From an optimization exercise on the open Yosys and OpenROAD flow, aimed at small area and a short achievable clock period; shortcuts taken in it are not production practice.
RTL that was checked went through simulation tests only; none was proved equivalent to the original.
Function not checked in runs 1 to 4: the RTL went through the layout flow alone.
The clock port is modelled as an ideal driver; clocking choices that lean on that would not hold on a real chip.
Power figures rest on the tool's default switching activity, not on a simulated workload.

<file path="design/flow/flow/run.sh">
#!/bin/bash
# The standard layout (standard.sh), with these changes:
#  - plain buffers (buf_2) instead of delay buffers on the ports;
#  - a hand-built two-level clock tree, made by flow/pre_cts.tcl before CTS;
#  - any extra ORFS make variables listed one per line in flow/extra_args.txt.
# ORFS's own logs stay under orfs/logs; make's output goes to flow.log.
set -euo pipefail
here=$(pwd)
args=("BUFFER_PORTS_ARGS=-buffer_cell sky130_fd_sc_hd__buf_2" "PRE_CTS_TCL=$here/flow/pre_cts.tcl")
if [[ -f flow/extra_args.txt ]]; then
  while IFS= read -r line; do
    [[ -n "$line" ]] && args+=("$line")
  done < flow/extra_args.txt
fi
bash standard.sh "${args[@]}" finish > flow.log 2>&1
</file>
<file path="design/flow/flow/mtree.tcl">

# balanced k-means: points are {obj x y}; returns list of cluster index per point, and centers
proc bk_means {pts k iters} {
  set n [llength $pts]
  set sorted [lsort -real -index 1 $pts]
  set cx {}; set cy {}
  for {set c 0} {$c < $k} {incr c} {
    set s [lindex $sorted [expr {int(($c + 0.5) * $n / $k)}]]
    lappend cx [lindex $s 1]; lappend cy [lindex $s 2]
  }
  set cap [expr {int(ceil(1.05 * $n / $k))}]
  for {set iter 0} {$iter < $iters} {incr iter} {
    # all (point, cluster, distance) triples, greedily assigned shortest first under capacity
    set trip {}
    for {set i 0} {$i < $n} {incr i} {
      set p [lindex $pts $i]
      for {set c 0} {$c < $k} {incr c} {
        lappend trip [list $i $c [expr {abs([lindex $p 1]-[lindex $cx $c]) + abs([lindex $p 2]-[lindex $cy $c])}]]
      }
    }
    set asg [lrepeat $n -1]
    set cnt [lrepeat $k 0]
    foreach t [lsort -real -index 2 $trip] {
      lassign $t i c d
      if {[lindex $asg $i] >= 0 || [lindex $cnt $c] >= $cap} continue
      lset asg $i $c
      lset cnt $c [expr {[lindex $cnt $c] + 1}]
    }
    set sx [lrepeat $k 0.0]; set sy [lrepeat $k 0.0]
    for {set i 0} {$i < $n} {incr i} {
      set c [lindex $asg $i]; set p [lindex $pts $i]
      lset sx $c [expr {[lindex $sx $c] + [lindex $p 1]}]
      lset sy $c [expr {[lindex $sy $c] + [lindex $p 2]}]
    }
    for {set c 0} {$c < $k} {incr c} {
      if {[lindex $cnt $c] > 0} {
        lset cx $c [expr {[lindex $sx $c] / [lindex $cnt $c]}]
        lset cy $c [expr {[lindex $sy $c] / [lindex $cnt $c]}]
      }
    }
  }
  return [list $asg $cx $cy $cnt]
}

proc mt_buffer {block master name innet x y} {
  set net [odb::dbNet_create $block ${name}_net]
  $net setSigType CLOCK
  set b [odb::dbInst_create $block $master $name]
  [$b findITerm A] connect $innet
  [$b findITerm X] connect $net
  $b setLocation [expr {int($x) - [$master getWidth]/2}] [expr {int($y)}]
  $b setPlacementStatus PLACED
  $b setSourceType TIMING
  return $net
}

proc manual_clock_tree {nleaf nmid leafcell midcell} {
  set block [ord::get_db_block]
  set clknet [$block findNet Clk]
  set sinks {}
  foreach it [$clknet getITerms] {
    set inst [$it getInst]
    lassign [$inst getLocation] x y
    set m [$inst getMaster]
    lappend sinks [list $it [expr {$x + [$m getWidth]/2}] [expr {$y + [$m getHeight]/2}]]
  }
  lassign [bk_means $sinks $nleaf 30] asg cx cy cnt
  set leafm [[ord::get_db] findMaster $leafcell]
  set leafin [lrepeat $nleaf $clknet]
  if {$nmid > 0} {
    set midm [[ord::get_db] findMaster $midcell]
    set lpts {}
    for {set c 0} {$c < $nleaf} {incr c} { lappend lpts [list $c [lindex $cx $c] [lindex $cy $c]] }
    lassign [bk_means $lpts $nmid 30] masg mx my mcnt
    set midnets {}
    for {set m 0} {$m < $nmid} {incr m} {
      lappend midnets [mt_buffer $block $midm clkbuf_mid_$m $clknet [lindex $mx $m] [lindex $my $m]]
    }
    for {set c 0} {$c < $nleaf} {incr c} { lset leafin $c [lindex $midnets [lindex $masg $c]] }
    puts "manual clock tree: mids $mcnt"
  }
  set leafnets {}
  for {set c 0} {$c < $nleaf} {incr c} {
    lappend leafnets [mt_buffer $block $leafm clkbuf_leaf_$c [lindex $leafin $c] [lindex $cx $c] [lindex $cy $c]]
  }
  for {set i 0} {$i < [llength $sinks]} {incr i} {
    set it [lindex [lindex $sinks $i] 0]
    $it disconnect
    $it connect [lindex $leafnets [lindex $asg $i]]
  }
  $clknet setSigType CLOCK
  puts "manual clock tree: [llength $sinks] sinks, $nleaf leaves, counts $cnt"
}
</file>
<file path="design/flow/flow/pre_cts.tcl">
# Hook run by ORFS before CTS: build a shallow clock tree by hand (port -> 4 middle
# buffers -> 12 leaf buffers -> flip-flops). TritonCTS then finds the clock already
# buffered and leaves it alone.
source [file join [file dirname [info script]] mtree.tcl]
manual_clock_tree 12 4 sky130_fd_sc_hd__clkbuf_16 sky130_fd_sc_hd__clkbuf_16
</file>
<file path="design/flow/standard.sh">
#!/bin/bash
# synth_recipe.tcl (not shown) runs the flow's synth.tcl, then flattens the netlist and writes it again
# the make line also repeats each setting of config.mk as NAME=value (left out here)
make -C /OpenROAD-flow-scripts/flow DESIGN_CONFIG=/design/flow/config.mk WORK_HOME=/design/flow/orfs CLKGATE_MAP_FILE= SYNTH_SCRIPT=/design/flow/synth_recipe.tcl "${@:-finish}"
</file>
<file path="design/flow/config.mk">
export PLATFORM = sky130hd
export DESIGN_NAME = fifo29
export DESIGN_NICKNAME = fifo29
export VERILOG_FILES = /design/flow/design.v
export SDC_FILE = /design/flow/constraint.sdc
export NUM_CORES = 4
export LEC_CHECK = 0
export CAP_MARGIN = 20
export CORE_MARGIN = 2
export CORE_UTILIZATION = 55
export SETUP_SLACK_MARGIN = 1.6
export SLEW_MARGIN = 20
export SYNTH_HIERARCHICAL = 1
export SYNTH_MINIMUM_KEEP_SIZE = 0
export TNS_END_PERCENT = 0
</file>
<file path="design/flow/constraint.sdc">
create_clock -name core_clock -period 3.0 [get_ports {Clk}]
set_input_delay 0.6000 -clock core_clock [delete_from_list [all_inputs] [get_ports {Clk}]]
set_output_delay 0.6000 -clock core_clock [all_outputs]
set_load 0.01 [all_outputs]
</file>
<file path="design/flow/design.v">
module fifo29(
    input Clk,
    input [31:0] dataIn,
    input RD,
    input WR,
    input EN,
    input Rst,
    output reg [31:0] dataOut,
    output reg EMPTY,
    output reg FULL
);
reg [31:0] FIFO [7:0];
reg [7:0] rdPtr, wrPtr;
reg notEmpty, notFull;
reg [7:0] rdOk;
wire act = EN && !Rst;
wire hold = !EN;
wire clear = EN && Rst;
wire [7:0] rdPtrInc = {rdPtr[6:0], rdPtr[7]};
wire [7:0] wrPtrInc = {wrPtr[6:0], wrPtr[7]};
wire oneWord = notEmpty & |(rdPtrInc & wrPtr);
wire oneSlot = notFull & |(wrPtrInc & rdPtr);
wire r = RD & notEmpty;
wire w = WR & notFull;
wire emptyAct = !w & (!notEmpty | (RD & oneWord));
wire fullAct = !r & (!notFull | (WR & oneSlot));
wire [7:0] rdPtrAct = r ? rdPtrInc : rdPtr;
wire [7:0] wrPtrAct = w ? wrPtrInc : wrPtr;
wire [7:0] rdOkAct = r ? (rdPtrInc & {8{w | !oneWord}}) : (rdPtr & {8{w | notEmpty}});
wire emptyNext = (act & emptyAct) | clear | (hold & !notEmpty);
wire fullNext = (act & fullAct) | (hold & !notFull);
always @(posedge Clk) begin
    rdPtr <= ({8{act}} & rdPtrAct) | ({8{hold}} & rdPtr) | {7'd0, clear};
    wrPtr <= ({8{act}} & wrPtrAct) | ({8{hold}} & wrPtr) | {7'd0, clear};
    rdOk <= ({8{act}} & rdOkAct) | ({8{hold}} & rdOk);
    notEmpty <= !emptyNext;
    notFull <= !fullNext;
    EMPTY <= emptyNext;
    FULL <= fullNext;
end
wire [7:0] wrSlot = {8{notFull}} & wrPtr;
wire [7:0] rdSlot = rdOk;
wire [31:0] wrEn [7:0];
wire [31:0] rdSel [7:0];
wire [31:0] rdHold;
genvar g, c;
generate
    for (c = 0; c < 2; c = c + 1) begin : gLane
        wire reqRd, reqWr;
        fifo29_req qr (.en(EN), .req(RD), .rst(Rst), .y(reqRd));
        fifo29_req qw (.en(EN), .req(WR), .rst(Rst), .y(reqWr));
        for (g = 0; g < 8; g = g + 1) begin : gWord
            fifo29_and2 gw (.a(reqWr), .b(wrSlot[g]), .y(wrEn[g][16*c]));
            fifo29_and2 gr (.a(reqRd), .b(rdSlot[g]), .y(rdSel[g][16*c]));
            assign wrEn[g][16*c+15:16*c+1] = {15{wrEn[g][16*c]}};
            assign rdSel[g][16*c+15:16*c+1] = {15{rdSel[g][16*c]}};
        end
        fifo29_nand2 gh (.a(reqRd), .b(notEmpty), .y(rdHold[16*c]));
        assign rdHold[16*c+15:16*c+1] = {15{rdHold[16*c]}};
    end
endgenerate
integer i, b;
always @(posedge Clk) begin
    for (i = 0; i < 8; i = i + 1)
        for (b = 0; b < 32; b = b + 1)
            if (wrEn[i][b])
                FIFO[i][b] <= dataIn[b];
end
wire [31:0] rdData;
genvar k;
generate
    for (k = 0; k < 32; k = k + 1) begin : gBit
        wire n0, n1, n2;
        fifo29_aoi222 g0 (.a0(FIFO[0][k]), .s0(rdSel[0][k]), .a1(FIFO[1][k]), .s1(rdSel[1][k]), .a2(FIFO[2][k]), .s2(rdSel[2][k]), .y(n0));
        fifo29_aoi222 g1 (.a0(FIFO[3][k]), .s0(rdSel[3][k]), .a1(FIFO[4][k]), .s1(rdSel[4][k]), .a2(FIFO[5][k]), .s2(rdSel[5][k]), .y(n1));
        fifo29_aoi222 g2 (.a0(FIFO[6][k]), .s0(rdSel[6][k]), .a1(FIFO[7][k]), .s1(rdSel[7][k]), .a2(dataOut[k]), .s2(rdHold[k]), .y(n2));
        assign rdData[k] = ~(n0 & n1 & n2);
    end
endgenerate
always @(posedge Clk)
    dataOut <= rdData;
endmodule
module fifo29_aoi222(
    input a0, s0, a1, s1, a2, s2,
    output y
);
assign y = ~((a0 & s0) | (a1 & s1) | (a2 & s2));
endmodule
module fifo29_req(
    input en, req, rst,
    output y
);
assign y = en & req & !rst;
endmodule
module fifo29_and2(
    input a, b,
    output y
);
assign y = a & b;
endmodule
module fifo29_nand2(
    input a, b,
    output y
);
assign y = !(a & b);
endmodule
</file>
==> impl_metrics.env, run 1 <==
export IMPL_top_level_ports=71
export IMPL_grt_overflow_total=0
export IMPL_diodes=0
export IMPL_yosysMostFrequentCell="edfxtp_1"
export IMPL_synth_top_area_share_pct=70.1
export IMPL_final_hold_violation_count=0
export IMPL_syn_inst=575
export IMPL_cp_required_ns=3.17
export IMPL_syn_area_um2=11000
export IMPL_synth_distinct_cells=28
export IMPL_critical_path_class="input port to flop"
export IMPL_detail_route_vias_per_cell=6.70
export IMPL_synth_nets=612
export IMPL_num_vias=6239
export IMPL_fin_nets=705
export IMPL_yosysTopAreaCell="edfxtp_1"
export IMPL_grt_pass1_wl_mm=38.2
export IMPL_antenna_found_initial=0
export IMPL_max_freq_ghz=0.633
export IMPL_synth_edf_count=256
export IMPL_crit_family="simple AND/OR/NAND/NOR gates"
export IMPL_status="no timing/DRC/antenna violations"
export IMPL_ys_seq_area_share_pct=81.1
export IMPL_async_flop_share_pct=0
export IMPL_coreArea_um2=19500
export IMPL_postSynthAreaPerCell_um2=19.1
export IMPL_m1WireLength_mm=10.9
export IMPL_synth_common_cells="edfxtp_1 (256), a222oi_1 (96), dfxtp_1 (60)"
export IMPL_final_setup_skew_ns=0.0341
export IMPL_clkLatencyLatePin_ns=0.33
export IMPL_dpl_cell_area_um2=11700
export IMPL_cp_max_fo=16
export IMPL_gp_congestion=0.845
export IMPL_port_buffers=70
export IMPL_setup_viol=0
export IMPL_hp_class="input port to flop"
export IMPL_crit_slowest_cell="and3b_4"
export IMPL_holdBufCountCts=0
export IMPL_yosysWarnings=9
export IMPL_grtUsageTotal_pct=23.6
export IMPL_drc_errors=0
export IMPL_timing_max_slew_rel_slack_pct=75.9
export IMPL_start_util_pct=56.1
export IMPL_fill_cells=1438
export IMPL_dp_hpwl_mm=13.9
export IMPL_layout_drive_gt1_share_pct=22.8
export IMPL_tightest_slew_ns=0.361
export IMPL_crit_arrival_ns=1.75
export IMPL_max_stage_delay_ns=0.40
export IMPL_finalCritPeriodShare_pct=52.7
export IMPL_synthTopCellsByArea="edfxtp_1 (70%), dfxtp_1 (11%), a222oi_1 (8.8%)"
export IMPL_cp_cell_sequence="buf_12, and3b_4, nand2_8, a222oi_1, nand3_1"
export IMPL_min_period_ns=1.58
export IMPL_die_area_um2=21100
export IMPL_wl_met3_mm=2.49
export IMPL_grt_pass1_vias=6166
export IMPL_vdd_drop_max_uv=435
export IMPL_drtIter0Drc=859
export IMPL_cap_viol_max_count=0
export IMPL_start_kind="input port"
export IMPL_power_leakage_nw=4.06
export IMPL_ys_seq_elements=316
export IMPL_crit_buf_inv=1
export IMPL_row_count=51
export IMPL_rsz0062_at_grt="yes"
export IMPL_end_kind="flop"
export IMPL_finalSetupTns_ns=0
export IMPL_drtAntennaViolNets=0
export IMPL_first_pass_iters=9
export IMPL_finalWirelength_mm=26.0
export IMPL_powerDensity_nw_per_um2=668
export IMPL_die_h_um=145
export IMPL_fin_area_um2=12300
export IMPL_path_clk_slew_ns=0.10
export IMPL_finalMaxSlewViolations=0
export IMPL_fp_dieW_um=145
export IMPL_syn_to_final_growth_pct=12.3
export IMPL_wl_per_cell_um=27.9
export IMPL_wl_met2_mm=12.2
export IMPL_highest_layer="met4"
export IMPL_grt_max_degree=29
export IMPL_synth_flop_cell="edfxtp_1"
==> modules after synthesis, one instance, submodules excluded <==
| module | cells inside | flops+latches | cell area, um^2 | times used |
|---|---|---|---|---|
| fifo29 | 441 | 316 | 9760 | 1 |
| fifo29_nand2 | 1 | 0 | 3.75 | 2 |
| fifo29_and2 | 1 | 0 | 6.26 | 32 |
| fifo29_req | 1 | 0 | 8.76 | 4 |
| fifo29_aoi222 | 1 | 0 | 10.0 | 96 |
==> layer usage <==
layer | vias up | track usage, %
met3 | 31 | 2.52
met2 | 323 | 38.0
li1 | 2719 | -
met1 | 3166 | 35.9
met5 | - | 0
met4 | 0 | 3.82
==> area by class of cell, without the clock buffers <==
cell class	count	area (um^2)	share of cell area [%]
repair buffers	75	453	3.68
inverters	3	11.3	0.0914
multi-input cells	256	2220	18.0
well taps	265	332	2.69
flip-flops and latches	316	8900	72.2
==> metrics by stage <==
step	hold slack, ns	std cells	worst slack, ns	total power, W	util, %
floorplan	0.442	575	1.43	0.00575	-
global placement	0.448	905	0.829	0.00613	59.9
detailed placement	0.461	905	0.774	0.00616	59.9
CTS	0.458	929	1.08	0.00788	62.8
global route	0.468	931	1.38	0.00851	63.1
finish	0.476	931	1.42	0.00823	63.1
==> state kept, by name, summed over array words and instances (netlist names) <==
name,count
notFull,1
FIFO,256
notEmpty,1
dataOut,32
FULL,1
wrPtr,8
rdOk,8
EMPTY,1
rdPtr,8
==> path summary, 6_finish.rpt <==
check,from,end,slack [ns],cells after the start
max,Rst,dataOut[30],1.42,5
min,EN,notEmpty,0.48,2
max reg2reg,rdPtr[6],EMPTY,1.48,4
min reg2reg,FIFO[4][31],dataOut[31],0.48,2
==> kinds of logic (layout without fill, tap and decap cells) <==
logic type,count (synthesis),count (layout),share of synthesized area [%]
AOI/OAI and AO/OA,147,148,13.0
muxes,8,8,0.730
and+or+nand+nor,94,100,4.79
DFF,316,316,81.1
buffers and inverters,10,94,0.445
==> report_power, final <==
part           leakage [nW]  switching, W  internal (W)  total (W)
clock                 0.197       0.00116      0.000965    0.00213
combinational          1.06      0.000465      0.000437   0.000901
sequential             2.80      0.000192       0.00501    0.00520
total                  4.06       0.00182       0.00641    0.00823
==> cell usage in the layout (no fill, tap or decap), types with 2 or more instances in the layout <==
master / n
a21oi_1: 3
a221o_2: 2
a222oi_1: 96
a22o_1: 3
a22oi_1: 17
a22oi_2: 2
and2_1: 9
and2_4: 35
and3b_1: 3
and3b_2: 2
buf_12: 2
buf_2: 67
buf_4: 3
buf_6: 2
clkbuf_16: 16
dfxtp_1: 55
dfxtp_2: 4
edfxtp_1: 256
inv_1: 3
mux2i_1: 8
nand2_1: 5
nand2_8: 2
nand2b_1: 2
nand3_1: 32
nor2_1: 4
o21ai_0: 2
o2bb2ai_1: 10
o2bb2ai_2: 8
==> what timing repair did <==
item	4_1_cts	5_1_grt
gates cloned	6	2
endpoints found under the setup margin	316	347
buffers inserted	2	0
pin swaps	10	7
gates resized for setup	34	14
==> worst register-to-register path: cells and delay by family, from the launching register on <==
family	cells	cell delay, ns
AO/OA/AOI/OAI	3	0.83
flip-flops	1	0.41
AND/OR/NAND/NOR	1	0.18
==> inputs of run 2 (changes only) <==
--- a/design/flow/design.v
+++ b/design/flow/design.v
@@ -16,21 +16,21 @@
 wire act = EN && !Rst;
+wire rdGo = act && RD && notEmpty;
+wire wrGo = act && WR && notFull;
+wire [7:0] rdPtrInc = {rdPtr[6:0], rdPtr[7]};
+wire [7:0] wrPtrInc = {wrPtr[6:0], wrPtr[7]};
+wire lastWord = |(rdPtrInc & wrPtr);
+wire lastSlot = |(wrPtrInc & rdPtr);
 wire hold = !EN;
 wire clear = EN && Rst;
-wire [7:0] rdPtrInc = {rdPtr[6:0], rdPtr[7]};
-wire [7:0] wrPtrInc = {wrPtr[6:0], wrPtr[7]};
-wire oneWord = notEmpty & |(rdPtrInc & wrPtr);
-wire oneSlot = notFull & |(wrPtrInc & rdPtr);
-wire r = RD & notEmpty;
-wire w = WR & notFull;
-wire emptyAct = !w & (!notEmpty | (RD & oneWord));
-wire fullAct = !r & (!notFull | (WR & oneSlot));
-wire [7:0] rdPtrAct = r ? rdPtrInc : rdPtr;
-wire [7:0] wrPtrAct = w ? wrPtrInc : wrPtr;
-wire [7:0] rdOkAct = r ? (rdPtrInc & {8{w | !oneWord}}) : (rdPtr & {8{w | notEmpty}});
-wire emptyNext = (act & emptyAct) | clear | (hold & !notEmpty);
-wire fullNext = (act & fullAct) | (hold & !notFull);
+wire [7:0] rdStep = rdGo ? rdPtrInc : rdPtr;
+wire [7:0] wrStep = wrGo ? wrPtrInc : wrPtr;
+wire emptyStep = (rdGo && !wrGo) ? lastWord : (wrGo ? 1'b0 : !notEmpty);
+wire fullStep = (wrGo && !rdGo) ? lastSlot : (rdGo ? 1'b0 : !notFull);
+wire emptyNext = (act & emptyStep) | clear | (hold & !notEmpty);
+wire fullNext = (act & fullStep) | (hold & !notFull);
+wire [7:0] rdPtrNext = ({8{act}} & rdStep) | ({8{hold}} & rdPtr) | {7'd0, clear};
 always @(posedge Clk) begin
-    rdPtr <= ({8{act}} & rdPtrAct) | ({8{hold}} & rdPtr) | {7'd0, clear};
-    wrPtr <= ({8{act}} & wrPtrAct) | ({8{hold}} & wrPtr) | {7'd0, clear};
-    rdOk <= ({8{act}} & rdOkAct) | ({8{hold}} & rdOk);
+    rdPtr <= rdPtrNext;
+    rdOk <= rdPtrNext & {8{!emptyNext}};
+    wrPtr <= ({8{act}} & wrStep) | ({8{hold}} & wrPtr) | {7'd0, clear};
     notEmpty <= !emptyNext;
@@ -48,8 +48,5 @@
     for (c = 0; c < 2; c = c + 1) begin : gLane
-        wire reqRd, reqWr;
-        fifo29_req qr (.en(EN), .req(RD), .rst(Rst), .y(reqRd));
-        fifo29_req qw (.en(EN), .req(WR), .rst(Rst), .y(reqWr));
         for (g = 0; g < 8; g = g + 1) begin : gWord
-            fifo29_and2 gw (.a(reqWr), .b(wrSlot[g]), .y(wrEn[g][16*c]));
-            fifo29_and2 gr (.a(reqRd), .b(rdSlot[g]), .y(rdSel[g][16*c]));
+            fifo29_and2 gw (.a(WR), .b(wrSlot[g]), .y(wrEn[g][16*c]));
+            fifo29_and3 gr (.a(EN), .b(RD), .c(rdSlot[g]), .y(rdSel[g][16*c]));
             assign wrEn[g][16*c+15:16*c+1] = {15{wrEn[g][16*c]}};
@@ -57,3 +54,3 @@
         end
-        fifo29_nand2 gh (.a(reqRd), .b(notEmpty), .y(rdHold[16*c]));
+        fifo29_nand3 gh (.a(EN), .b(RD), .c(notEmpty), .y(rdHold[16*c]));
         assign rdHold[16*c+15:16*c+1] = {15{rdHold[16*c]}};
@@ -88,8 +85,2 @@
 endmodule
-module fifo29_req(
-    input en, req, rst,
-    output y
-);
-assign y = en & req & !rst;
-endmodule
 module fifo29_and2(
@@ -100,7 +91,13 @@
 endmodule
-module fifo29_nand2(
-    input a, b,
+module fifo29_and3(
+    input a, b, c,
     output y
 );
-assign y = !(a & b);
+assign y = a & b & c;
 endmodule
+module fifo29_nand3(
+    input a, b, c,
+    output y
+);
+assign y = !(a & b & c);
+endmodule
--- a/design/flow/config.mk
+++ b/design/flow/config.mk
@@ -9,3 +9,3 @@
 export CORE_MARGIN = 2
-export CORE_UTILIZATION = 55
+export CORE_UTILIZATION = 50
 export SETUP_SLACK_MARGIN = 1.6
==> impl_metrics.env, run 2 <==
export IMPL_rsz0062_at_grt="yes"
export IMPL_path_clk_slew_ns=0.10
export IMPL_num_vias=6142
export IMPL_synth_nets=599
export IMPL_fp_dieW_um=151
export IMPL_row_count=53
export IMPL_grt_pass1_wl_mm=37.6
export IMPL_grt_overflow_total=0
export IMPL_async_flop_share_pct=0
export IMPL_finalMaxSlewViolations=0
export IMPL_yosysTopAreaCell="edfxtp_1"
export IMPL_start_util_pct=51.3
export IMPL_end_kind="output port"
export IMPL_crit_family="flip-flops"
export IMPL_cp_depth=1
export IMPL_synth_distinct_cells=29
export IMPL_die_area_um2=22900
export IMPL_grt_pass1_vias=6188
export IMPL_gp_congestion=0.792
export IMPL_status="no timing/DRC/antenna violations"
export IMPL_syn_area_um2=10900
export IMPL_dp_hpwl_mm=13.8
export IMPL_r2r_end="dataOut[8]"
export IMPL_port_buffers=70
export IMPL_most_common_layout_cells="edfxtp_1 (256), a222oi_1 (96), buf_2 (67), dfxtp_1 (48), nand3_1 (33)"
export IMPL_whs_ns=0.481
export IMPL_coreArea_um2=21200
export IMPL_max_stage_delay_ns=0.35
export IMPL_crit_buf_inv=1
export IMPL_critical_path_class="flop to output port"
export IMPL_finalWirelength_mm=25.4
export IMPL_yosysMostFrequentCell="edfxtp_1"
export IMPL_wl_per_cell_um=26.2
export IMPL_first_pass_iters=10
export IMPL_synth_common_cells="edfxtp_1 (256), a222oi_1 (96), dfxtp_1 (60)"
export IMPL_synthTopCellsByArea="edfxtp_1 (71%), dfxtp_1 (11%), a222oi_1 (8.8%)"
export IMPL_hp_class="flop to flop"
export IMPL_top_level_ports=71
export IMPL_synth_top_area_share_pct=70.8
export IMPL_cp_max_fo=2
export IMPL_cap_viol_max_count=0
export IMPL_cp_required_ns=2.40
export IMPL_fin_nets=731
export IMPL_setup_viol=0
export IMPL_yosysWarnings=9
export IMPL_timing_max_slew_rel_slack_pct=62.4
export IMPL_cp_startpoint="dataOut[4]"
export IMPL_tightest_slew_ns=0.564
export IMPL_largest_register_ffs=256
export IMPL_detail_route_vias_per_cell=6.34
export IMPL_clkLatencyLatePin_ns=0.32
export IMPL_max_freq_ghz=0.704
export IMPL_reg2reg_from="notEmpty"
export IMPL_layout_commonest_cell="edfxtp_1"
export IMPL_synth_flop_cell="edfxtp_1"
export IMPL_ys_seq_area_share_pct=81.8
export IMPL_r2r_slack_ns=1.58
export IMPL_drtIter0Drc=744
export IMPL_drtAntennaViolNets=0
export IMPL_ff_latch_area_um2=8910
export IMPL_synth_edf_count=256
export IMPL_grt_max_degree=29
export IMPL_regMostFlops="FIFO"
export IMPL_syn_to_final_growth_pct=17.4
export IMPL_drc_errors=0
export IMPL_finalCritPeriodShare_pct=47.4
export IMPL_crit_arrival_ns=0.82
export IMPL_crit_slowest_cell="dfxtp_2"
export IMPL_grtUsageTotal_pct=22.1
export IMPL_vdd_drop_max_uv=491
export IMPL_postSynthAreaPerCell_um2=19.3
export IMPL_ff2ff_path_depth=4
export IMPL_min_period_ns=1.42
export IMPL_largestRegisters="FIFO: 256 flops, dataOut: 32 flops"
export IMPL_syn_inst=562
export IMPL_critPathCapture="dataOut[4]"
export IMPL_power_leakage_nw=4.27
export IMPL_die_h_um=151
export IMPL_layout_drive_gt1_share_pct=26.2
export IMPL_finalSetupTns_ns=0
export IMPL_cp_cell_sequence="buf_2"
export IMPL_fill_cells=1566
export IMPL_final_hold_violation_count=0
export IMPL_powerDensity_nw_per_um2=675
export IMPL_ys_seq_elements=316
export IMPL_multi_input_area_um2=2100
export IMPL_start_kind="flop"
export IMPL_final_setup_skew_ns=0.0351
export IMPL_antenna_found_initial=2
run 2: cell types whose count changed after synthesis, moves of 4 or more:
cell       previous run  this run
o2bb2ai_1            10         3
mux2i_1               8         0
and3b_1               4         0
and3_1                0        17
a21boi_1              1         8
and2_1               41        26
run 2: logic make-up (layout without fill, tap and decap cells):
kind of cell | Yosys count | in the layout | synth area share (%)
simple gates | 93 | 96 | 4.99
compound gates | 144 | 144 | 12.7
flops | 316 | 316 | 81.8
buf+inv | 9 | 136 | 0.484
other cells | 0 | 2 | 0
run 2: worst min path at each step:
stage | startpoint | end | slack (ns) | cells after the start
after CTS | FIFO[4][11] | dataOut[11] | 0.46 | 2
after detailed placement | FIFO[4][11] | dataOut[11] | 0.46 | 2
after global routing | FIFO[4][28] | dataOut[28] | 0.50 | 2
after floorplan | FIFO[4][0] | dataOut[0] | 0.44 | 2
final | FIFO[7][4] | dataOut[4] | 0.48 | 2
after global placement | FIFO[4][8] | dataOut[8] | 0.45 | 2
run 2: per-stage QoR:
stage / area [um^2] / util [%] / worst slack (ns) / cells / total power (W)
final: 12700 / 60.3 / 1.58 / 969 / 0.00860
after global routing: 12700 / 60.2 / 1.55 / 968 / 0.00889
after CTS: 12600 / 59.6 / 1.26 / 958 / 0.00822
after detailed placement: 11800 / 55.7 / 0.780 / 932 / 0.00645
after global placement: 11800 / 55.7 / 0.827 / 932 / 0.00639
after floorplan: 10900 / - / 1.54 / 562 / 0.00593
run 2: cell type report, without the clock buffers:
cell class / instances / share of cell area [%]
Antenna cell: 2 / 0.0393
Inverter: 4 / 0.118
Multi-Input combinational cell: 240 / 16.5
Sequential cell: 316 / 69.9
Tap cell: 275 / 2.70
Timing Repair Buffer: 116 / 7.66
run 2: worst reg2reg max path, stage by stage, from the launching register on:
cell and delay (ns):
dfxtp_4 0.47, nand3_4 0.15, buf_12 0.18, a222oi_1 0.34, nand3_1 0.12
run 2: Yosys stat by module (local to each module, per instance):
module         cells inside  area (um^2)  flip-flops and latches
fifo29                  432         9690                     316
fifo29_aoi222             1         10.0                       0
fifo29_and2               1         6.26                       0
fifo29_and3               1         6.26                       0
fifo29_nand3              1         5.00                       0
run 2: power by group:
group | leakage [nW] | total (W) | switching, W | internal [W]
clock network | 0.197 | 0.00212 | 0.00115 | 0.000964
registers | 2.82 | 0.00535 | 0.000227 | 0.00512
logic | 1.25 | 0.00114 | 0.000592 | 0.000545
run 2: metal layers:
| metal | track usage (%) | part of all wire [%] |
|---|---|---|
| met4 | 4.58 | 1.9 |
| met1 | 30.0 | 39 |
| met2 | 39.4 | 52 |
| met5 | 0 | 0.059 |
| met3 | 1.90 | 7.3 |
run 2: repair_timing:
| item | 4_1_cts | 5_1_grt |
|---|---|---|
| gates resized for setup | 51 | 23 |
| cloned | 9 | 0 |
| setup endpoints to repair | 316 | 329 |
| hold buffers | 0 | 0 |
| buffers inserted | 1 | 9 |
| hold endpoints to repair | 0 | 0 |
| pin swaps | 22 | 11 |
==> inputs of run 3 (changes only) <==
--- a/design/flow/config.mk
+++ b/design/flow/config.mk
@@ -9,3 +9,3 @@
 export CORE_MARGIN = 2
-export CORE_UTILIZATION = 50
+export CORE_UTILIZATION = 55
 export SETUP_SLACK_MARGIN = 1.6
==> impl_metrics.env, run 3 <==
export IMPL_largestRegisters="FIFO: 256 flops, dataOut: 32 flops"
export IMPL_whs_ns=0.473
export IMPL_fin_nets=727
export IMPL_finalCritPeriodShare_pct=49.9
export IMPL_dp_hpwl_mm=13.5
export IMPL_num_vias=6142
export IMPL_largest_register_ffs=256
export IMPL_synth_distinct_cells=29
export IMPL_clkLatencyLatePin_ns=0.32
export IMPL_most_common_layout_cells="edfxtp_1 (256), a222oi_1 (96), buf_2 (68), dfxtp_1 (58), nand3_1 (33)"
export IMPL_synth_edf_count=256
export IMPL_synth_nets=599
export IMPL_r2r_slack_ns=1.56
export IMPL_power_leakage_nw=4.27
export IMPL_detail_route_vias_per_cell=6.42
export IMPL_top_level_ports=71
export IMPL_path_clk_slew_ns=0.09
export IMPL_grt_max_degree=29
export IMPL_switchingPower_w=0.00193
export IMPL_dp_slack_ns=0.794
export IMPL_fin_ws_ns=1.50
export IMPL_die_h_um=145
export IMPL_final_hold_violation_count=0
export IMPL_synth_common_cells="edfxtp_1 (256), a222oi_1 (96), dfxtp_1 (60)"
export IMPL_fp_dieW_um=145
export IMPL_status="no timing/DRC/antenna violations"
export IMPL_first_pass_iters=9
export IMPL_finalSetupTns_ns=0
export IMPL_gp_congestion=0.801
export IMPL_grt_pass1_vias=6009
export IMPL_coreArea_um2=19400
export IMPL_vdd_drop_max_uv=553
export IMPL_layout_commonest_cell="edfxtp_1"
export IMPL_ys_seq_area_share_pct=81.8
export IMPL_cp_max_fo=7
export IMPL_grt_overflow_total=0
export IMPL_yosysWarnings=9
export IMPL_syn_area_um2=10900
export IMPL_yosysMostFrequentCell="edfxtp_1"
export IMPL_syn_to_final_growth_pct=16.1
export IMPL_grtUsageTotal_pct=23.2
export IMPL_layout_drive_gt1_share_pct=23.5
export IMPL_cp_required_ns=3.18
export IMPL_rsz0062_at_grt="yes"
export IMPL_drc_errors=0
export IMPL_swShare_pct=22.7
export IMPL_max_freq_ghz=0.668
export IMPL_holdBufCountCts=0
export IMPL_final_setup_skew_ns=0.0504
export IMPL_port_buffers=70
export IMPL_synth_top_area_share_pct=70.8
export IMPL_async_flop_share_pct=0
export IMPL_fill_cells=1380
export IMPL_min_period_ns=1.50
export IMPL_cap_viol_max_count=0
export IMPL_powerDensity_nw_per_um2=674
export IMPL_ys_seq_elements=316
export IMPL_setup_viol=0
export IMPL_seqPwrFrac_pct=62.7
export IMPL_postSynthAreaPerCell_um2=19.3
export IMPL_die_area_um2=20900
export IMPL_combPwrFrac_pct=12.3
export IMPL_wl_per_cell_um=25.7
export IMPL_tightest_slew_ns=0.419
export IMPL_drtIter0Drc=852
export IMPL_finalMaxSlewViolations=0
export IMPL_critical_path_class="input port to flop"
export IMPL_hp_class="flop to flop"
export IMPL_clockPowerShare_pct=25.0
export IMPL_drtAntennaViolNets=0
export IMPL_end_kind="flop"
export IMPL_p_int_w=0.00657
export IMPL_start_kind="input port"
export IMPL_row_count=51
export IMPL_synth_flop_cell="edfxtp_1"
export IMPL_finalWirelength_mm=24.6
export IMPL_timing_max_slew_rel_slack_pct=72.1
export IMPL_syn_inst=562
export IMPL_antenna_found_initial=3
export IMPL_regMostFlops="FIFO"
export IMPL_grt_pass1_wl_mm=35.9
export IMPL_start_util_pct=56.0
export IMPL_yosysTopAreaCell="edfxtp_1"
export IMPL_synthTopCellsByArea="edfxtp_1 (71%), dfxtp_1 (11%), a222oi_1 (8.8%)"
export IMPL_crit_arrival_ns=1.68
[run 3: routing by layer]
layer	vias to the layer above	global-route usage (%)	wire length [um]
met1	3117	31.4	10000
li1	2737	-	-
met4	2	5.72	482
met2	257	40.5	12300
met5	-	0	12
met3	29	2.81	1760
[run 3: critical path, stage by stage]
cell and delay (ns):
buf_16 0.11, and3_4 0.22, buf_12 0.16, buf_12 0.12
a222oi_1 0.34, nand3_1 0.12
[run 3: path summary, 6_finish.rpt]
kind	startpoint	to	depth (start not counted)
max reg2reg	notFull	FIFO[4][9]	3
min	FIFO[4][11]	dataOut[11]	2
min reg2reg	FIFO[4][11]	dataOut[11]	2
max	RD	dataOut[0]	6
[run 3: cell families (layout without fill, tap and decap cells)]
logic type	after synthesis	after routing	synth area share, %
DFF	316	316	81.8
AOI/OAI and AO/OA	144	144	12.7
and+or+nand+nor	93	93	4.99
buffers and inverters	9	135	0.484
other	0	4	0
[run 3: power groups by stage]
stage / Clock, W / Sequential (W) / Combinational, W
6_report: 0.00212 / 0.00533 / 0.00105
5_1_grt: 0.00231 / 0.00536 / 0.00115
4_1_cts: 0.00169 / 0.00542 / 0.00104
3_5_place_dp: 0 / 0.00541 / 0.00102
3_3_place_gp: 0 / 0.00540 / 0.000986
2_1_floorplan: 0 / 0.00547 / 0.000467
[run 3: what timing repair did]
action,4_1_cts,5_1_grt
gates resized for setup,30,11
buffers inserted,1,6
endpoints found under the setup margin,316,333
cloned,4,2
pin swaps,11,6
[run 3: per-stage QoR]
step	std cells	util, %	instance area, um^2	total power [W]
after floorplan	562	-	10900	0.00593
after global routing	954	65.0	12600	0.00882
final	957	65.0	12600	0.00849
after CTS	945	64.0	12400	0.00815
after detailed placement	924	60.8	11800	0.00643
after global placement	924	60.8	11800	0.00639
[run 3: modules after synthesis (local to each module, per instance)]
module         cells inside  flip-flops and latches
fifo29_aoi222             1                       0
fifo29_and3               1                       0
fifo29                  432                     316
fifo29_nand3              1                       0
fifo29_and2               1                       0
[run 3: final cells by class, without the clock buffers]
| type | count | area (um^2) | area share [%] |
|---|---|---|---|
| Antenna cell | 4 | 10.0 | 0.0794 |
| Inverter | 4 | 15.0 | 0.119 |
| Multi-Input combinational cell | 237 | 2010 | 15.9 |
| Sequential cell | 316 | 8890 | 70.5 |
| Tap cell | 265 | 332 | 2.63 |
| Timing Repair Buffer | 115 | 953 | 7.56 |
==> inputs of run 4 (changes only) <==
--- a/design/flow/config.mk
+++ b/design/flow/config.mk
@@ -9,4 +9,4 @@
 export CORE_MARGIN = 2
-export CORE_UTILIZATION = 55
-export SETUP_SLACK_MARGIN = 1.6
+export CORE_UTILIZATION = 50
+export SETUP_SLACK_MARGIN = 1.5
 export SLEW_MARGIN = 20
==> impl_metrics.env, run 4 <==
export IMPL_crit_buf_inv=1
export IMPL_antenna_found_initial=0
export IMPL_dp_hpwl_mm=14.0
export IMPL_gp_congestion=0.802
export IMPL_async_flop_share_pct=0
export IMPL_multi_input_area_um2=1990
export IMPL_finalWirelength_mm=25.4
export IMPL_wl_met3_mm=1.83
export IMPL_port_buffers=70
export IMPL_syn_area_um2=10900
export IMPL_max_stage_delay_ns=0.39
export IMPL_synthTopCellsByArea="edfxtp_1 (71%), dfxtp_1 (11%), a222oi_1 (8.8%)"
export IMPL_path_clk_slew_ns=0.10
export IMPL_grt_overflow_total=0
export IMPL_synth_distinct_cells=29
export IMPL_final_setup_skew_ns=0.0367
export IMPL_grtUsageTotal_pct=22.2
export IMPL_crit_family="flip-flops"
export IMPL_crit_slowest_cell="dfxtp_1"
export IMPL_detail_route_vias_per_cell=6.48
export IMPL_holdBufCountCts=0
export IMPL_highest_layer="met4"
export IMPL_start_kind="flop"
export IMPL_finalCritPeriodShare_pct=48.7
export IMPL_synth_top_area_share_pct=70.8
export IMPL_cp_cell_sequence="buf_2"
export IMPL_critical_path_class="flop to output port"
export IMPL_start_util_pct=51.3
export IMPL_cp_required_ns=2.40
export IMPL_ys_seq_area_share_pct=81.8
export IMPL_ff_latch_area_um2=8890
export IMPL_coreArea_um2=21200
export IMPL_max_freq_ghz=0.684
export IMPL_crit_arrival_ns=0.86
export IMPL_powerDensity_nw_per_um2=683
export IMPL_wl_met2_mm=13.0
export IMPL_cp_max_fo=2
export IMPL_grt_max_degree=29
export IMPL_synth_edf_count=256
export IMPL_regMostFlops="FIFO"
export IMPL_hp_class="flop to flop"
export IMPL_row_count=53
export IMPL_layout_drive_gt1_share_pct=22.0
export IMPL_fin_nets=724
export IMPL_drtAntennaViolNets=0
export IMPL_end_kind="output port"
export IMPL_status="no timing/DRC/antenna violations"
export IMPL_yosysWarnings=9
export IMPL_ys_seq_elements=316
export IMPL_die_area_um2=22900
export IMPL_final_hold_violation_count=0
export IMPL_syn_inst=562
export IMPL_most_common_layout_cells="edfxtp_1 (256), a222oi_1 (96), buf_2 (68), dfxtp_1 (59), nand3_1 (35)"
export IMPL_min_period_ns=1.46
export IMPL_layout_commonest_cell="edfxtp_1"
export IMPL_drc_errors=0
export IMPL_synth_common_cells="edfxtp_1 (256), a222oi_1 (96), dfxtp_1 (60)"
export IMPL_synth_nets=599
export IMPL_fp_dieW_um=151
export IMPL_num_vias=6219
export IMPL_power_leakage_nw=4.20
export IMPL_clkLatencyLatePin_ns=0.32
export IMPL_m1WireLength_mm=9.98
export IMPL_yosysTopAreaCell="edfxtp_1"
export IMPL_finalSetupTns_ns=0
export IMPL_yosysMostFrequentCell="edfxtp_1"
export IMPL_rsz0062_at_grt="yes"
export IMPL_die_h_um=151
export IMPL_cap_viol_max_count=0
export IMPL_final_cells=960
export IMPL_wl_per_cell_um=26.5
export IMPL_tightest_slew_ns=0.581
export IMPL_synth_flop_cell="edfxtp_1"
export IMPL_drtIter0Drc=807
export IMPL_grt_pass1_wl_mm=38.2
export IMPL_largestRegisters="FIFO: 256 flops, dataOut: 32 flops"
export IMPL_final_util_pct=59.0
export IMPL_diodes=0
export IMPL_setup_viol=0
export IMPL_vdd_drop_max_uv=644
export IMPL_fill_cells=1579
export IMPL_syn_to_final_growth_pct=14.9
export IMPL_largest_register_ffs=256
export IMPL_top_level_ports=71
export IMPL_timing_max_slew_rel_slack_pct=61.2
export IMPL_grt_pass1_vias=6315
export IMPL_postSynthAreaPerCell_um2=19.3
export IMPL_first_pass_iters=10
export IMPL_finalMaxSlewViolations=0
export IMPL_dp_cells=936
==> run 4: tightest hold or removal path, delay by kind of cell (launching register included) <==
kind,cells,cell delay [ns]
simple gates,1,0.06
flops,1,0.33
compound gates,1,0.06
==> run 4: per-layer routing <==
layer / GRT usage, % / vias up
met2: 39.7 / 262
met3: 2.14 / 39
li1: - / 2741
met5: 0 / -
met4: 5.33 / 0
met1: 29.6 / 3177
==> run 4: repair_timing <==
action / in CTS / in global routing
gates resized for setup: 35 / 9
gates cloned: 5 / 1
pin swaps: 15 / 3
buffers inserted: 1 / 1
endpoints found under the setup margin: 316 / 74
==> run 4: through the flow <==
step                      cell area [um^2]  power, W  setup slack, ns  hold WS [ns]
after CTS                            12400   0.00815             1.19         0.456
after floorplan                      10900   0.00592             1.52         0.445
after detailed placement             11800   0.00643            0.955         0.456
after global placement               11800   0.00639            0.978         0.451
after global routing                 12500   0.00885             1.48         0.506
final                                12500   0.00852             1.54         0.477
==> run 4: logic make-up (layout without fill, tap and decap cells) <==
kind of cell	count (synthesis)	count (layout)	share of synthesized area, %
AOI/OAI and AO/OA	144	144	12.7
buffers and inverters	9	131	0.484
and+or+nand+nor	93	94	4.99
DFF	316	316	81.8
==> run 4: path summary, 6_finish.rpt <==
path / startpoint / end / slack (ns) / cells after the start
worst max-delay path: dataOut[0] / dataOut[0] / 1.54 / 1
worst min-delay path: FIFO[4][9] / dataOut[9] / 0.48 / 2
worst max register to register: wrPtr[6] / EMPTY / 1.55 / 4
worst min register to register: FIFO[4][9] / dataOut[9] / 0.48 / 2
==> run 4: modules after synthesis (local to each module, per instance) <==
module | area, um^2 | times used | cells | flip-flops and latches
fifo29 | 9690 | 1 | 432 | 316
fifo29_aoi222 | 10.0 | 96 | 1 | 0
fifo29_and2 | 6.26 | 16 | 1 | 0
fifo29_nand3 | 5.00 | 2 | 1 | 0
fifo29_and3 | 6.26 | 16 | 1 | 0
==> run 4: power breakdown <==
part / switching, W / internal [W]
sequential: 0.000209 / 0.00511
clock: 0.00120 / 0.000966
combinational: 0.000562 / 0.000480
total: 0.00197 / 0.00655
==> run 4: layout make-up, without the clock buffers <==
cell class	instances	share of cell area (%)
Sequential cell	316	71.2
Multi-Input combinational cell	238	15.9
Tap cell	275	2.76
Timing Repair Buffer	111	6.77
Inverter	4	0.120
==> inputs of run 5 (changes only) <==
--- a/design/flow/design.v
+++ b/design/flow/design.v
@@ -50,3 +50,3 @@
             fifo29_and2 gw (.a(WR), .b(wrSlot[g]), .y(wrEn[g][16*c]));
-            fifo29_and3 gr (.a(EN), .b(RD), .c(rdSlot[g]), .y(rdSel[g][16*c]));
+            fifo29_gate4 gr (.en(EN), .req(RD), .rst(Rst), .ok(rdSlot[g]), .y(rdSel[g][16*c]));
             assign wrEn[g][16*c+15:16*c+1] = {15{wrEn[g][16*c]}};
@@ -54,3 +54,3 @@
         end
-        fifo29_nand3 gh (.a(EN), .b(RD), .c(notEmpty), .y(rdHold[16*c]));
+        fifo29_nand4 gh (.en(EN), .req(RD), .rst(Rst), .ok(notEmpty), .y(rdHold[16*c]));
         assign rdHold[16*c+15:16*c+1] = {15{rdHold[16*c]}};
@@ -85,2 +85,8 @@
 endmodule
+module fifo29_gate4(
+    input en, req, rst, ok,
+    output y
+);
+assign y = en & req & !rst & ok;
+endmodule
 module fifo29_and2(
@@ -91,13 +97,7 @@
 endmodule
-module fifo29_and3(
-    input a, b, c,
+module fifo29_nand4(
+    input en, req, rst, ok,
     output y
 );
-assign y = a & b & c;
+assign y = !(en & req & !rst & ok);
 endmodule
-module fifo29_nand3(
-    input a, b, c,
-    output y
-);
-assign y = !(a & b & c);
-endmodule
--- a/design/flow/flow/run.sh
+++ b/design/flow/flow/run.sh
@@ -4,2 +4,3 @@
 #  - a hand-built two-level clock tree, made by flow/pre_cts.tcl before CTS;
+#  - area recovery after global routing that keeps the worst slack (flow/post_grt.tcl);
 #  - any extra ORFS make variables listed one per line in flow/extra_args.txt.
@@ -8,3 +9,4 @@
 here=$(pwd)
-args=("BUFFER_PORTS_ARGS=-buffer_cell sky130_fd_sc_hd__buf_2" "PRE_CTS_TCL=$here/flow/pre_cts.tcl")
+args=("BUFFER_PORTS_ARGS=-buffer_cell sky130_fd_sc_hd__buf_2" "PRE_CTS_TCL=$here/flow/pre_cts.tcl"
+      "POST_GLOBAL_ROUTE_TCL=$here/flow/post_grt.tcl")
 if [[ -f flow/extra_args.txt ]]; then
==> design/flow/flow/downsize.tcl (new file) <==
# Area recovery that keeps timing: try each sized-up logic cell at smaller drive
# strengths of the same cell and keep the smallest one that leaves the worst setup
# slack no lower than it was (less a small allowance). Clock buffers, flip-flops'
# cell types and anything without smaller versions are left alone.
proc ds_candidates {master} {
  if {![regexp {^(sky130_fd_sc_hd__[a-z0-9]+)_([0-9]+)$} $master -> base size]} { return {} }
  set out {}
  foreach s {0 1 2 3 4 6 8 12 16} {
    if {$s >= $size} break
    set lc [get_lib_cells -quiet */${base}_$s]
    if {$lc ne ""} { lappend out [get_name $lc] }
  }
  return $out
}

proc downsize_keep_timing {allow} {
  set block [ord::get_db_block]
  set target [expr {[sta::worst_slack_cmd max] - $allow * 1e-9}]
  set insts {}
  foreach inst [$block getInsts] {
    set m [[$inst getMaster] getName]
    if {[string match *clkbuf* $m] || [string match *tap* $m] || [string match *fill* $m] || [string match *decap* $m]} continue
    if {[$inst isDoNotTouch]} continue
    set c [ds_candidates $m]
    if {$c eq {}} continue
    lappend insts [list $inst $m $c [[$inst getMaster] getWidth]]
  }
  set saved 0; set n 0
  foreach e [lsort -integer -decreasing -index 3 $insts] {
    lassign $e inst m cands w
    set name [$inst getName]
    set kept $m
    foreach c $cands {
      replace_cell [get_cells $name] [get_lib_cells */$c]
      if {[sta::worst_slack_cmd max] >= $target} { set kept $c; break }
    }
    if {$kept ne $m} {
      replace_cell [get_cells $name] [get_lib_cells */$kept]
      incr n
    } else {
      replace_cell [get_cells $name] [get_lib_cells */$m]
    }
  }
  puts "downsize_keep_timing: resized $n cells, worst slack [sta::worst_slack_cmd max] (target $target)"
}
==> design/flow/flow/post_grt.tcl (new file) <==
# Hook run by ORFS at the end of global routing: give back the area of cells that
# repair sized up more than timing needs (flow/downsize.tcl), fix any slew or
# capacitance limit that opens, and route the changed nets again.
source [file join [file dirname [info script]] downsize.tcl]
global_route -start_incremental
downsize_keep_timing 0.0
repair_design -slew_margin $::env(SLEW_MARGIN) -cap_margin $::env(CAP_MARGIN) -match_cell_footprint
detailed_placement
global_route -end_incremental
estimate_parasitics -global_routing
report_worst_slack -max
report_design_area
write_guides $::env(RESULTS_DIR)/route.guide
--- a/design/flow/config.mk
+++ b/design/flow/config.mk
@@ -10,3 +10,3 @@
 export CORE_UTILIZATION = 50
-export SETUP_SLACK_MARGIN = 1.5
+export SETUP_SLACK_MARGIN = 1.6
 export SLEW_MARGIN = 20
==> impl_metrics.env, run 5 <==
export IMPL_antenna_found_initial=1
export IMPL_status="did not finish"
export IMPL_yosysWarnings=9
export IMPL_syn_area_um2=10900
export IMPL_grt_max_degree=36
export IMPL_dp_hpwl_mm=13.6
export IMPL_yosysMostFrequentCell="edfxtp_1"
export IMPL_die_h_um=152
export IMPL_synth_flop_cell="edfxtp_1"
export IMPL_synth_top_area_share_pct=70.3
export IMPL_postSynthAreaPerCell_um2=19.4
export IMPL_ys_seq_area_share_pct=81.3
export IMPL_worst_ep_kind="sequential cell input"
export IMPL_lastStage="global routing (5_1_grt)"
export IMPL_port_buffers=70
export IMPL_holdBufCountCts=0
export IMPL_fp_dieW_um=152
export IMPL_async_flop_share_pct=0
export IMPL_synth_distinct_cells=31
export IMPL_gp_congestion=0.738
export IMPL_top_level_ports=71
export IMPL_start_util_pct=50.5
export IMPL_synth_nets=599
export IMPL_ys_seq_elements=316
export IMPL_synth_common_cells="edfxtp_1 (256), a222oi_1 (96), dfxtp_1 (60)"
export IMPL_synth_edf_count=256
export IMPL_error="[ERROR EST-0104] inconsistent parasitics state"
export IMPL_syn_inst=562
export IMPL_synthTopCellsByArea="edfxtp_1 (70%), dfxtp_1 (11%), a222oi_1 (8.8%)"
export IMPL_postGrtWorstEndpoint="dataOut[6]$_DFF_P_/D"
export IMPL_dpl_cell_area_um2=11700
export IMPL_yosysTopAreaCell="edfxtp_1"
export IMPL_row_count=54
run 5: changes by cell type after synthesis, sizes merged:
cell    previous run  this run
and3              17         1
and4b              0        16
nand3             35        33
nand4b             0         2
run 5: logic make-up after synthesis:
group	count (synthesis)	synth area share (%)
DFF	316	81.3
and+or+nand+nor	93	5.58
buffers and inverters	9	0.481
AOI/OAI and AO/OA	144	12.6
run 5: how the worst max path moves through the flow:
stage             endpoint  slack (ns)  depth (start not counted)
2_1_floorplan   dataOut[0]        1.36                          3
3_3_place_gp   dataOut[14]        0.66                          4
3_5_place_dp   dataOut[13]        0.60                          4
4_1_cts        dataOut[30]        1.21                          5
run 5: metrics by stage:
stage	std cells	utilization (%)	hold slack, ns	setup WS (ns)	power (W)
floorplan	562	-	0.445	1.36	0.00593
global placement	925	54.2	0.455	0.665	0.00638
detailed placement	925	54.2	0.459	0.600	0.00642
CTS	942	56.6	0.458	1.21	0.00813
run 5: Yosys stat by module, one instance, submodules excluded:
module,copies in the design,cells,cell area (um^2)
fifo29_aoi222,96,1,10.0
fifo29,1,432,9690
fifo29_and2,16,1,6.26
fifo29_gate4,16,1,10.0
fifo29_nand4,2,1,8.76
run 5: power groups by stage:
stage	Sequential (W)	Combinational, W	Clock [W]
floorplan	0.00548	0.000451	0
CTS	0.00543	0.00101	0.00169
global placement	0.00541	0.000967	0
detailed placement	0.00543	0.000994	0
run 5: what timing repair did:
action / 4_1_cts
gates resized for setup: 40
gates cloned: 1
setup buffers: 0
endpoints found under the setup margin: 316
pin swaps: 1
==> inputs of run 6 (changes only) <==
--- a/design/flow/flow/downsize.tcl
+++ b/design/flow/flow/downsize.tcl
@@ -2,4 +2,5 @@
 # strengths of the same cell and keep the smallest one that leaves the worst setup
-# slack no lower than it was (less a small allowance). Clock buffers, flip-flops'
-# cell types and anything without smaller versions are left alone.
+# slack no lower than it was (less a small allowance) and adds no max-slew or
+# max-capacitance violation. Clock buffers and cells without smaller versions are
+# left alone; a flip-flop may only change drive strength, never its cell type.
 proc ds_candidates {master} {
@@ -18,2 +19,4 @@
   set target [expr {[sta::worst_slack_cmd max] - $allow * 1e-9}]
+  set slew0 [sta::max_slew_violation_count]
+  set cap0 [sta::max_capacitance_violation_count]
   set insts {}
@@ -34,3 +37,5 @@
       replace_cell [get_cells $name] [get_lib_cells */$c]
-      if {[sta::worst_slack_cmd max] >= $target} { set kept $c; break }
+      if {[sta::worst_slack_cmd max] >= $target
+          && [sta::max_slew_violation_count] <= $slew0
+          && [sta::max_capacitance_violation_count] <= $cap0} { set kept $c; break }
     }
@@ -43,3 +48,4 @@
   }
-  puts "downsize_keep_timing: resized $n cells, worst slack [sta::worst_slack_cmd max] (target $target)"
+  puts "downsize_keep_timing: resized $n cells, worst slack [sta::worst_slack_cmd max] (target $target),\
+ slew violations $slew0 -> [sta::max_slew_violation_count], cap violations $cap0 -> [sta::max_capacitance_violation_count]"
 }
==> design/flow/flow/post_grt.tcl (replaced) <==
# Hook run by ORFS at the end of global routing: give back the area of cells that
# repair sized up more than timing needs (flow/downsize.tcl), and route the changed
# nets again.
source [file join [file dirname [info script]] downsize.tcl]
global_route -start_incremental
downsize_keep_timing 0.0
global_route -end_incremental
estimate_parasitics -global_routing
report_worst_slack -max
report_design_area
write_guides $::env(RESULTS_DIR)/route.guide
--- a/design/flow/config.mk
+++ b/design/flow/config.mk
@@ -9,3 +9,3 @@
 export CORE_MARGIN = 2
-export CORE_UTILIZATION = 50
+export CORE_UTILIZATION = 55
 export SETUP_SLACK_MARGIN = 1.6
==> impl_metrics.env, run 6 <==
export IMPL_yosysMostFrequentCell="edfxtp_1"
export IMPL_power_leakage_nw=3.79
export IMPL_coreArea_um2=19500
export IMPL_yosysTopAreaCell="edfxtp_1"
export IMPL_seqPwrFrac_pct=63.6
export IMPL_dpl_cell_area_um2=11700
export IMPL_drtAntennaViolNets=0
export IMPL_synthTopCellsByArea="edfxtp_1 (70%), dfxtp_1 (11%), a222oi_1 (8.8%)"
export IMPL_layout_drive_gt1_share_pct=9.19
export IMPL_finalMaxSlewViolations=0
export IMPL_path_clk_slew_ns=0.10
export IMPL_clockPowerShare_pct=25.4
export IMPL_detail_route_vias_per_cell=6.66
export IMPL_fill_cells=1437
export IMPL_synth_xor_xnor_area_share_pct=0
export IMPL_vdd_drop_max_uv=415
export IMPL_final_hold_violation_count=0
export IMPL_final_setup_skew_ns=0.0240
export IMPL_critical_path_class="input port to flop"
export IMPL_synth_nets=599
export IMPL_regMostFlops="FIFO"
export IMPL_finalWirelength_mm=25.2
export IMPL_ys_seq_area_share_pct=81.3
export IMPL_postSynthAreaPerCell_um2=19.4
export IMPL_hp_class="flop to flop"
export IMPL_drtIter0Drc=871
export IMPL_final_util_pct=62.0
export IMPL_syn_inst=562
export IMPL_fin_nets=703
export IMPL_fp_dieW_um=145
export IMPL_synth_compound_area_share_pct=12.6
export IMPL_crit_slowest_cell="nor3_1"
export IMPL_synth_common_cells="edfxtp_1 (256), a222oi_1 (96), dfxtp_1 (60)"
export IMPL_synth_distinct_cells=31
export IMPL_top_level_ports=71
export IMPL_async_flop_share_pct=0
export IMPL_syn_area_um2=10900
export IMPL_dp_hpwl_mm=13.7
export IMPL_synth_top_family_by_area="compound AO/OA/AOI/OAI gates"
export IMPL_drc_errors=0
export IMPL_die_area_um2=21000
export IMPL_antenna_found_initial=2
export IMPL_largestRegisters="FIFO: 256 flops, dataOut: 32 flops"
export IMPL_fin_area_um2=12100
export IMPL_grtUsageTotal_pct=23.1
export IMPL_grt_max_degree=37
export IMPL_synth_flop_cell="edfxtp_1"
export IMPL_num_vias=6196
export IMPL_finalCritPeriodShare_pct=56.8
export IMPL_yosysWarnings=9
export IMPL_most_common_layout_cells="edfxtp_1 (256), a222oi_1 (96), buf_1 (66), dfxtp_1 (58), nand3_1 (33)"
export IMPL_timing_max_slew_rel_slack_pct=63.5
export IMPL_grt_overflow_total=0
export IMPL_status="no timing/DRC/antenna violations"
export IMPL_gp_congestion=0.800
export IMPL_crit_arrival_ns=1.91
export IMPL_cp_max_fo=25
export IMPL_end_kind="flop"
export IMPL_ys_seq_elements=316
export IMPL_max_stage_delay_ns=0.31
export IMPL_synth_top_area_share_pct=70.3
export IMPL_holdBufCountCts=0
export IMPL_synth_adder_area_share_pct=0
export IMPL_largest_register_ffs=256
export IMPL_port_buffers=70
export IMPL_finalSetupTns_ns=0
export IMPL_cp_cell_sequence="buf_6, nand2_1, nor3_1, nand4_2, and2_0"
export IMPL_holdPathStages=2
export IMPL_combPwrFrac_pct=11.0
export IMPL_cp_required_ns=3.20
export IMPL_synthSimpleGateAreaFrac_pct=5.58
export IMPL_p_int_w=0.00647
export IMPL_cts_resized=44
export IMPL_row_count=51
export IMPL_powerDensity_nw_per_um2=695
export IMPL_min_period_ns=1.70
export IMPL_postCtsSetupBuffers=0
export IMPL_syn_to_final_growth_pct=10.3
export IMPL_tightest_slew_ns=0.542
export IMPL_layout_commonest_cell="edfxtp_1"
export IMPL_swShare_pct=22.8
export IMPL_start_kind="input port"
export IMPL_wl_per_cell_um=27.0
export IMPL_synth_area_mux_share_pct=0
export IMPL_synth_edf_count=256
export IMPL_ff2ff_path_depth=4
export IMPL_first_pass_iters=6
export IMPL_cap_viol_max_count=0
export IMPL_setup_viol=0
export IMPL_grt_pass1_wl_mm=37.3
export IMPL_max_freq_ghz=0.587
export IMPL_start_util_pct=56.2
export IMPL_switchingPower_w=0.00191
export IMPL_clkLatencyLatePin_ns=0.31
export IMPL_die_h_um=145
export IMPL_grt_pass1_vias=6055
==> run 6: cell counts after synthesis <==
Identical to the previous run, type by type.
==> run 6: cells by family (layout without fill, tap and decap cells) <==
logic type,after synthesis,in the layout
other,0,1
DFF,316,316
buffers and inverters,9,108
and+or+nand+nor,93,96
AOI/OAI and AO/OA,144,144
==> run 6: stage by stage <==
stage                     setup slack [ns]  hold WS [ns]  instances  total power [W]
after detailed placement             0.593         0.456        910          0.00641
after floorplan                       1.36         0.445        562          0.00593
after CTS                             1.19         0.456        928          0.00813
after global placement               0.617         0.448        910          0.00637
final                                 1.30         0.477        930          0.00838
==> run 6: layout make-up, without the clock buffers <==
| class | instances | area, um^2 | area share [%] |
|---|---|---|---|
| diodes | 1 | 2.50 | 0.0208 |
| inverters | 4 | 15.0 | 0.125 |
| multi-input cells | 240 | 2000 | 16.6 |
| flip-flops and latches | 316 | 8890 | 73.7 |
| well taps | 265 | 332 | 2.75 |
| repair buffers | 88 | 422 | 3.50 |
==> run 6: path summary, 6_finish.rpt <==
check | start | end | slack (ns)
setup / recovery | RD | EMPTY | 1.30
hold / removal | FIFO[4][16] | dataOut[16] | 0.48
setup reg to reg | notEmpty | EMPTY | 1.38
hold reg to reg | FIFO[4][16] | dataOut[16] | 0.48
==> run 6: metal layers <==
layer  track usage, %  up-vias  wire, um
met5                0        -         0
met4             4.90        0       458
met1             35.1     3161     10600
li1                 -     2710         -
met2             36.4      289     11900
met3             3.14       36      2190
==> run 6: Yosys stat by module (local to each module, per instance) <==
module,cell area (um^2),cells
fifo29_aoi222,10.0,1
fifo29,9690,432
fifo29_and2,6.26,1
fifo29_gate4,10.0,1
fifo29_nand4,8.76,1
==> run 6: power groups by stage <==
stage / logic (W) / clock network [W] / registers (W)
global placement: 0.000971 / 0 / 0.00540
CTS: 0.00102 / 0.00169 / 0.00543
finish: 0.000918 / 0.00213 / 0.00533
detailed placement: 0.000995 / 0 / 0.00542
floorplan: 0.000451 / 0 / 0.00548
==> run 6: critical path: cells and delay by family <==
kind	cells	cell delay [ns]
and+or+nand+nor	4	1.11
buffers and inverters	1	0.19
==> inputs of run 7 (changes only) <==
--- a/design/flow/config.mk
+++ b/design/flow/config.mk
@@ -9,3 +9,3 @@
 export CORE_MARGIN = 2
-export CORE_UTILIZATION = 55
+export CORE_UTILIZATION = 50
 export SETUP_SLACK_MARGIN = 1.6
==> impl_metrics.env, run 7 <==
export IMPL_layout_commonest_cell="edfxtp_1"
export IMPL_coreArea_um2=21600
export IMPL_antenna_found_initial=1
export IMPL_detail_route_vias_per_cell=6.49
export IMPL_ys_seq_elements=316
export IMPL_yosysTopAreaCell="edfxtp_1"
export IMPL_diodes=0
export IMPL_path_clk_slew_ns=0.10
export IMPL_synth_top_area_share_pct=70.3
export IMPL_fin_nets=706
export IMPL_clkLatencyLatePin_ns=0.32
export IMPL_vdd_drop_max_uv=770
export IMPL_tightest_slew_ns=0.519
export IMPL_first_pass_iters=7
export IMPL_end_kind="flop"
export IMPL_fp_dieW_um=152
export IMPL_setup_viol=0
export IMPL_largest_register_ffs=256
export IMPL_grt_overflow_total=0
export IMPL_syn_area_um2=10900
export IMPL_crit_arrival_ns=1.73
export IMPL_max_freq_ghz=0.655
export IMPL_row_count=54
export IMPL_syn_inst=562
export IMPL_drtAntennaViolNets=0
export IMPL_cp_max_fo=10
export IMPL_holdBufCountCts=0
export IMPL_finalCritPeriodShare_pct=50.9
export IMPL_ys_seq_area_share_pct=81.3
export IMPL_grtUsageTotal_pct=20.6
export IMPL_yosysMostFrequentCell="edfxtp_1"
export IMPL_synth_common_cells="edfxtp_1 (256), a222oi_1 (96), dfxtp_1 (60)"
export IMPL_postSynthAreaPerCell_um2=19.4
export IMPL_power_leakage_nw=3.81
export IMPL_start_kind="flop"
export IMPL_powerDensity_nw_per_um2=691
export IMPL_cts_resized=40
export IMPL_cap_viol_max_count=0
export IMPL_final_hold_violation_count=0
export IMPL_finalSetupTns_ns=0
export IMPL_fin_area_um2=12200
export IMPL_synth_edf_count=256
export IMPL_grt_pass1_vias=6206
export IMPL_yosysWarnings=9
export IMPL_wl_per_cell_um=26.3
export IMPL_gp_congestion=0.738
export IMPL_synth_distinct_cells=31
export IMPL_largestRegisters="FIFO: 256 flops, dataOut: 32 flops"
export IMPL_finalMaxSlewViolations=0
export IMPL_drc_errors=0
export IMPL_num_vias=6146
export IMPL_die_area_um2=23100
export IMPL_final_setup_skew_ns=0.0257
export IMPL_syn_to_final_growth_pct=11.4
export IMPL_grt_max_degree=36
export IMPL_drtIter0Drc=925
export IMPL_whs_ns=0.480
export IMPL_finalWirelength_mm=24.9
export IMPL_dp_hpwl_mm=13.6
export IMPL_synth_nets=599
export IMPL_async_flop_share_pct=0
export IMPL_start_util_pct=50.5
export IMPL_layout_drive_gt1_share_pct=10.2
export IMPL_postCtsSetupBuffers=0
export IMPL_status="no timing/DRC/antenna violations"
export IMPL_cp_required_ns=3.21
export IMPL_regMostFlops="FIFO"
export IMPL_synthTopCellsByArea="edfxtp_1 (70%), dfxtp_1 (11%), a222oi_1 (8.8%)"
export IMPL_grt_pass1_wl_mm=37.1
export IMPL_min_period_ns=1.53
export IMPL_synth_flop_cell="edfxtp_1"
export IMPL_port_buffers=70
export IMPL_critical_path_class="flop to flop"
export IMPL_final_util_pct=56.3
export IMPL_top_level_ports=71
export IMPL_finalPower_w=0.00841
export IMPL_most_common_layout_cells="edfxtp_1 (256), a222oi_1 (96), buf_1 (69), dfxtp_1 (58), nand3_1 (33)"
export IMPL_die_h_um=152
export IMPL_dpl_cell_area_um2=11700
export IMPL_hp_class="flop to flop"
export IMPL_timing_max_slew_rel_slack_pct=65.4
-- run 7: kinds of logic (layout without fill, tap and decap cells) --
| group | count (synthesis) | after routing | share of synthesized area, % |
|---|---|---|---|
| AO/OA/AOI/OAI | 144 | 144 | 12.6 |
| AND/OR/NAND/NOR | 93 | 94 | 5.58 |
| buffers and inverters | 9 | 113 | 0.481 |
| flip-flops | 316 | 316 | 81.3 |
-- run 7: per-layer routing --
layer	track usage, %	part of all wire (%)
met2	37.0	51
met3	1.60	6.4
met1	27.8	40
met4	4.63	2.6
met5	0	0.052
-- run 7: path summary, 6_finish.rpt --
| kind | start | end | slack [ns] | depth (start not counted) |
|---|---|---|---|---|
| max reg2reg | notEmpty | rdOk[3] | 1.47 | 4 |
| max | notEmpty | rdOk[3] | 1.47 | 4 |
| min reg2reg | FIFO[1][11] | dataOut[11] | 0.48 | 2 |
| min | FIFO[1][11] | dataOut[11] | 0.48 | 2 |
-- run 7: Yosys stat by module (local to each module, per instance) --
module / times used / cells inside
fifo29: 1 / 432
fifo29_aoi222: 96 / 1
fifo29_gate4: 16 / 1
fifo29_nand4: 2 / 1
fifo29_and2: 16 / 1
-- run 7: final cells by class, without the clock buffers --
class / instances / area [um^2]
fill: 1682 / 9450
sequential: 316 / 8890
multi-input combinational: 238 / 2040
timing repair buffer: 93 / 479
tap: 280 / 350
inverter: 4 / 15.0
-- run 7: power breakdown --
group,switching [W],internal [W],leakage [nW]
clock,0.00118,0.000965,0.197
sequential,0.000225,0.00512,2.82
combinational,0.000533,0.000393,0.788
-- run 7: critical path: stages, from the launching register on --
cell	delay (ns)
dfxtp_2	0.44
nand2_1	0.26
nor3_4	0.27
nand4_4	0.19
a21boi_0	0.25
-- run 7: through the flow --
| step | cells | setup WS [ns] |
|---|---|---|
| after floorplan | 562 | 1.36 |
| after global placement | 925 | 0.665 |
| after detailed placement | 925 | 0.600 |
| after CTS | 942 | 1.21 |
| final | 947 | 1.47 |

## what the ideal ports hide
Ports are ideal in the flow. The routed layouts listed here were re-timed in OpenROAD.
Step 1, drivers: a clkbuf_16 drives Clk and a buf_2 each remaining input, both assumed.
Step 2 times the ports against the registers' clock, not the clock port: input delays grow and output delays shrink by t, the midpoint of the rising clock arrivals with the driver on.
a / b / c = no drivers / after step 1 / after step 2; a / b = the first two.
run | shift t [ns] | setup slack, ns | hold WS [ns] | clock arrival spread, ns
run 1 | 0.401 | 1.419 / 1.427 / 1.026 | 0.476 / 0.444 / 0.481 | 0.035 / 0.035
run 2 | 0.390 | 1.579 / 1.491 / 1.115 | 0.481 / 0.480 / 0.481 | 0.035 / 0.036
run 3 | 0.400 | 1.502 / 1.416 / 1.016 | 0.473 / 0.455 / 0.473 | 0.051 / 0.051
run 4 | 0.390 | 1.538 / 1.437 / 1.047 | 0.477 / 0.477 / 0.477 | 0.036 / 0.037
run 6 | 0.395 | 1.297 / 1.355 / 0.960 | 0.477 / 0.477 / 0.477 | 0.024 / 0.024
run 7 | 0.385 | 1.473 / 1.417 / 1.072 | 0.480 / 0.480 / 0.480 | 0.027 / 0.027
After both steps every run listed still meets setup and hold. The setup slack of run 4, which loses most, moves by -0.101 ns with the drivers and by -0.491 ns with both steps.
